From an optimization exercise on the open Yosys and OpenROAD flow, aimed at small area; shortcuts taken in it are not production practice.
Function was checked by simulation only, so behaviour that the tests miss may differ from the original.
The clock input has no modelled driver; a real chip could not lean on it and would need a root buffer or a full tree.
Power and IR drop assume default switching activity.

==> run F: inputs <==
## alu32_top
module alu32_top(
    input  wire        clk,
    input  wire [31:0] a,
    input  wire [31:0] b,
    input  wire [2:0]  op_code,
    output reg  [32:0] result,
    output reg         zero_flag,
    output reg         control_flag
    );
Settings: LEC_CHECK=0, CAP_MARGIN=20, CORE_MARGIN=2, CORE_UTILIZATION=40, SLEW_MARGIN=20, SYNTH_HIERARCHICAL=1, SYNTH_MINIMUM_KEEP_SIZE=0; clock period 5.0 ns.
standard.sh (not shown) runs the stock make flow with config.mk's settings and CLKGATE_MAP_FILE= SYNTH_SCRIPT=/design/flow/synth_recipe.tcl, a recipe that flattens the netlist after the stock synthesis.
==> flow/flow/run.sh <==
#!/bin/bash
# Standard ORFS layout with these changes: the port buffers use the smallest buffer cell;
# every combinational cell is put at its smallest drive strength after floorplanning (the
# repair steps then size up only what timing needs); after clock tree synthesis its tree is
# replaced by a smaller two-level one (flow/mycts.tcl: the clock port drives one inv_8, which
# drives two clkinv_16, each clocking half the flip-flops); power recovery downsizes
# non-critical cells after global routing.
set -euo pipefail
W=$(pwd)
bash standard.sh BUFFER_PORTS_ARGS="-buffer_cell sky130_fd_sc_hd__buf_1" \
  POST_FLOORPLAN_TCL="$W/flow/downsize.tcl" POST_CTS_TCL="$W/flow/mycts.tcl" \
  CTS_ARGS="-sink_clustering_enable -repair_clock_nets -dont_use_dummy_load" \
  RECOVER_POWER=100 finish > make_finish.log 2>&1
==> flow/flow/mycts.tcl <==
# POST_CTS hook: replace the clock tree that clock_tree_synthesis built with a smaller one.
# The clock port drives one ROOT inverter, which drives NB LEAF inverters; each leaf drives
# the clock pins of one cluster of flip-flops (balanced k-means on their locations) and sits at
# the cluster's centre. Every flip-flop's clock goes through the same two inversions. With ROOT
# empty, the port drives the leaves (buffers then) directly.
set NB 2
set LEAF sky130_fd_sc_hd__clkinv_16
set ROOT sky130_fd_sc_hd__inv_8
if {[info exists ::env(MYCTS_NB)]} { set NB $::env(MYCTS_NB) }
if {[info exists ::env(MYCTS_LEAF)]} { set LEAF $::env(MYCTS_LEAF) }
if {[info exists ::env(MYCTS_ROOT)]} { set ROOT $::env(MYCTS_ROOT) }
set block [ord::get_db_block]
set clknet [$block findNet clk]

# walk the clock network from the port: flip-flop clock pins are the sinks, every other cell
# on it is a clock buffer or inverter that clock_tree_synthesis inserted
set sinks {}
set kill_insts {}
set kill_nets {}
set todo [list $clknet]
while {[llength $todo]} {
  set net [lindex $todo 0]
  set todo [lrange $todo 1 end]
  foreach it [$net getITerms] {
    if {[$it isOutputSignal]} { continue }
    set inst [$it getInst]
    set mname [[$inst getMaster] getName]
    if {[string match {*df*} $mname]} {
      lappend sinks $it
    } else {
      lappend kill_insts $inst
      foreach ot [$inst getITerms] {
        if {[$ot isOutputSignal] && [$ot getNet] ne "NULL"} {
          lappend kill_nets [$ot getNet]
          lappend todo [$ot getNet]
        }
      }
    }
  }
}
puts "mycts: [llength $sinks] clock sinks, removing [llength $kill_insts] clock tree cells"
foreach it $sinks { $it disconnect }
foreach inst $kill_insts { odb::dbInst_destroy $inst }
foreach net $kill_nets { odb::dbNet_destroy $net }

set master [[ord::get_db] findMaster $LEAF]
# with a root cell (an inverter), the port drives it and it drives the leaves (inverters too)
set leafin $clknet
if {$ROOT ne ""} {
  set leafin [odb::dbNet_create $block "clknet_root"]
  $leafin setSigType CLOCK
  set rbuf [odb::dbInst_create $block [[ord::get_db] findMaster $ROOT] "clkbuf_root"]
}
# group the flip-flops by k-means on their locations, starting from vertical strips
set pts {}
foreach it $sinks {
  set loc [[$it getInst] getLocation]
  lappend pts [list [lindex $loc 0] [lindex $loc 1] $it]
}
set pts [lsort -integer -index 0 $pts]
set n [llength $pts]
set cx {}
set cy {}
for {set k 0} {$k < $NB} {incr k} {
  set p [lindex $pts [expr {(2 * $k + 1) * $n / (2 * $NB)}]]
  lappend cx [lindex $p 0]
  lappend cy [lindex $p 1]
}
# balanced k-means: each cluster takes at most ceil(n / NB) flip-flops
set cap [expr {($n + $NB - 1) / $NB}]
for {set iter 0} {$iter < 20} {incr iter} {
  set pairs {}
  set i 0
  foreach p $pts {
    for {set k 0} {$k < $NB} {incr k} {
      set d [expr {abs([lindex $p 0] - [lindex $cx $k]) + abs([lindex $p 1] - [lindex $cy $k])}]
      lappend pairs [list $d $i $k]
    }
    incr i
  }
  set pairs [lsort -real -index 0 $pairs]
  set asg [lrepeat $n -1]
  set cnt [lrepeat $NB 0]
  foreach pr $pairs {
    lassign $pr d i k
    if {[lindex $asg $i] >= 0 || [lindex $cnt $k] >= $cap} { continue }
    lset asg $i $k
    lset cnt $k [expr {[lindex $cnt $k] + 1}]
  }
  set sx [lrepeat $NB 0]; set sy [lrepeat $NB 0]
  foreach p $pts a $asg {
    lset sx $a [expr {[lindex $sx $a] + [lindex $p 0]}]
    lset sy $a [expr {[lindex $sy $a] + [lindex $p 1]}]
  }
  for {set k 0} {$k < $NB} {incr k} {
    if {[lindex $cnt $k] > 0} {
      lset cx $k [expr {[lindex $sx $k] / [lindex $cnt $k]}]
      lset cy $k [expr {[lindex $sy $k] / [lindex $cnt $k]}]
    }
  }
}
for {set k 0} {$k < $NB} {incr k} {
  set net [odb::dbNet_create $block "clknet_leaf_$k"]
  $net setSigType CLOCK
  set buf [odb::dbInst_create $block $master "clkbuf_leaf_$k"]
  set m 0
  foreach p $pts a $asg {
    if {$a == $k} { [lindex $p 2] connect $net; incr m }
  }
  [$buf findITerm A] connect $leafin
  foreach ot [$buf getITerms] { if {[$ot isOutputSignal]} { $ot connect $net } }
  $buf setLocation [lindex $cx $k] [lindex $cy $k]
  $buf setPlacementStatus PLACED
  puts "mycts: leaf $k drives $m flip-flops"
}
if {$ROOT ne ""} {
  [$rbuf findITerm A] connect $clknet
  foreach ot [$rbuf getITerms] { if {[$ot isOutputSignal]} { $ot connect $leafin } }
  set rx 0
  set ry 0
  foreach x $cx y $cy { set rx [expr {$rx + $x}]; set ry [expr {$ry + $y}] }
  $rbuf setLocation [expr {$rx / $NB}] [expr {$ry / $NB}]
  $rbuf setPlacementStatus PLACED
}
detailed_placement
check_placement -verbose
estimate_parasitics -placement
report_clock_skew
Other scripts of this flow, unchanged in this note and not shown: flow/flow/downsize.tcl
==> run A (differences from run F) <==
==> flow/flow/run.sh (replaced) <==
#!/bin/bash
# Standard ORFS layout with these changes: the port buffers use the smallest buffer cell;
# every combinational cell is put at its smallest drive strength after floorplanning (the
# repair steps then size up only what timing needs); clock tree synthesis adds no dummy
# loads; power recovery downsizes non-critical cells after global routing.
set -euo pipefail
W=$(pwd)
bash standard.sh BUFFER_PORTS_ARGS="-buffer_cell sky130_fd_sc_hd__buf_1" \
  POST_FLOORPLAN_TCL="$W/flow/downsize.tcl" \
  CTS_ARGS="-sink_clustering_enable -repair_clock_nets -dont_use_dummy_load" \
  RECOVER_POWER=100 finish > make_finish.log 2>&1
GPL_TIMING_DRIVEN = 0   (was default)
removed: flow/flow/mycts.tcl
==> comparison table <==
item                                                    run F                          run A
Final worst path period need                          4.56 ns                        4.56 ns
Switching component of the power                       581 µW                         579 µW
Wire length on met3                                    505 µm                         752 µm
Total internal power                                  1.15 mW                        1.27 mW
Status                                         finished clean       finished with violations
Violated checks                                             -  capacitance limit, slew limit
Slew at the pin closest to its max-slew limit         1.06 ns                        1.58 ns
Detail Placement HPWL                                 6650 µm                        6530 µm
Pins Over Slew Limit                                        0                             19
Met2 wirelength from detailed routing                 4160 µm                        4440 µm
Sum of routed wire segments on met1                   4190 µm                        3930 µm
Area taken by flip-flops and latches                 2040 µm²                       2050 µm²
Multi-input logic area                               1960 µm²                       1990 µm²
Sequential fraction of design power                     0.537                          0.500
Worst-Skew Late Latency                               0.16 ns                        0.37 ns
Multi-input logic portion of the cell area              0.417                          0.415
Hold slack                                           0.679 ns                       0.668 ns
Routability Congestion                                  0.832                          0.863
Cell area after placement                            4610 µm²                       4600 µm²
The clock cells of run F come from the design's own scripts or RTL, not from TritonCTS.

[separate check: timing with driven ports]
No port has a modelled driver above. Below, the same layouts with a new extraction and two added sets of constraints.
Step 1 assumes that a clkbuf_16 drives the clock port and a buf_2 every other input.
Step 2 times the ports against the registers' clock, not the clock port: input delays grow and output delays shrink by t, the midpoint of the rising clock arrivals with the driver on.
Slacks: no drivers / after step 1 / after step 2; pairs: no drivers / after step 1.
run | t, ns | setup WS [ns] | worst slew at a driven data input, ns
run F | 0.203 | 0.435 / 0.435 / 0.435 | 0.04
run A | 0.390 | 0.438 / 0.438 / 0.438 | 0.03
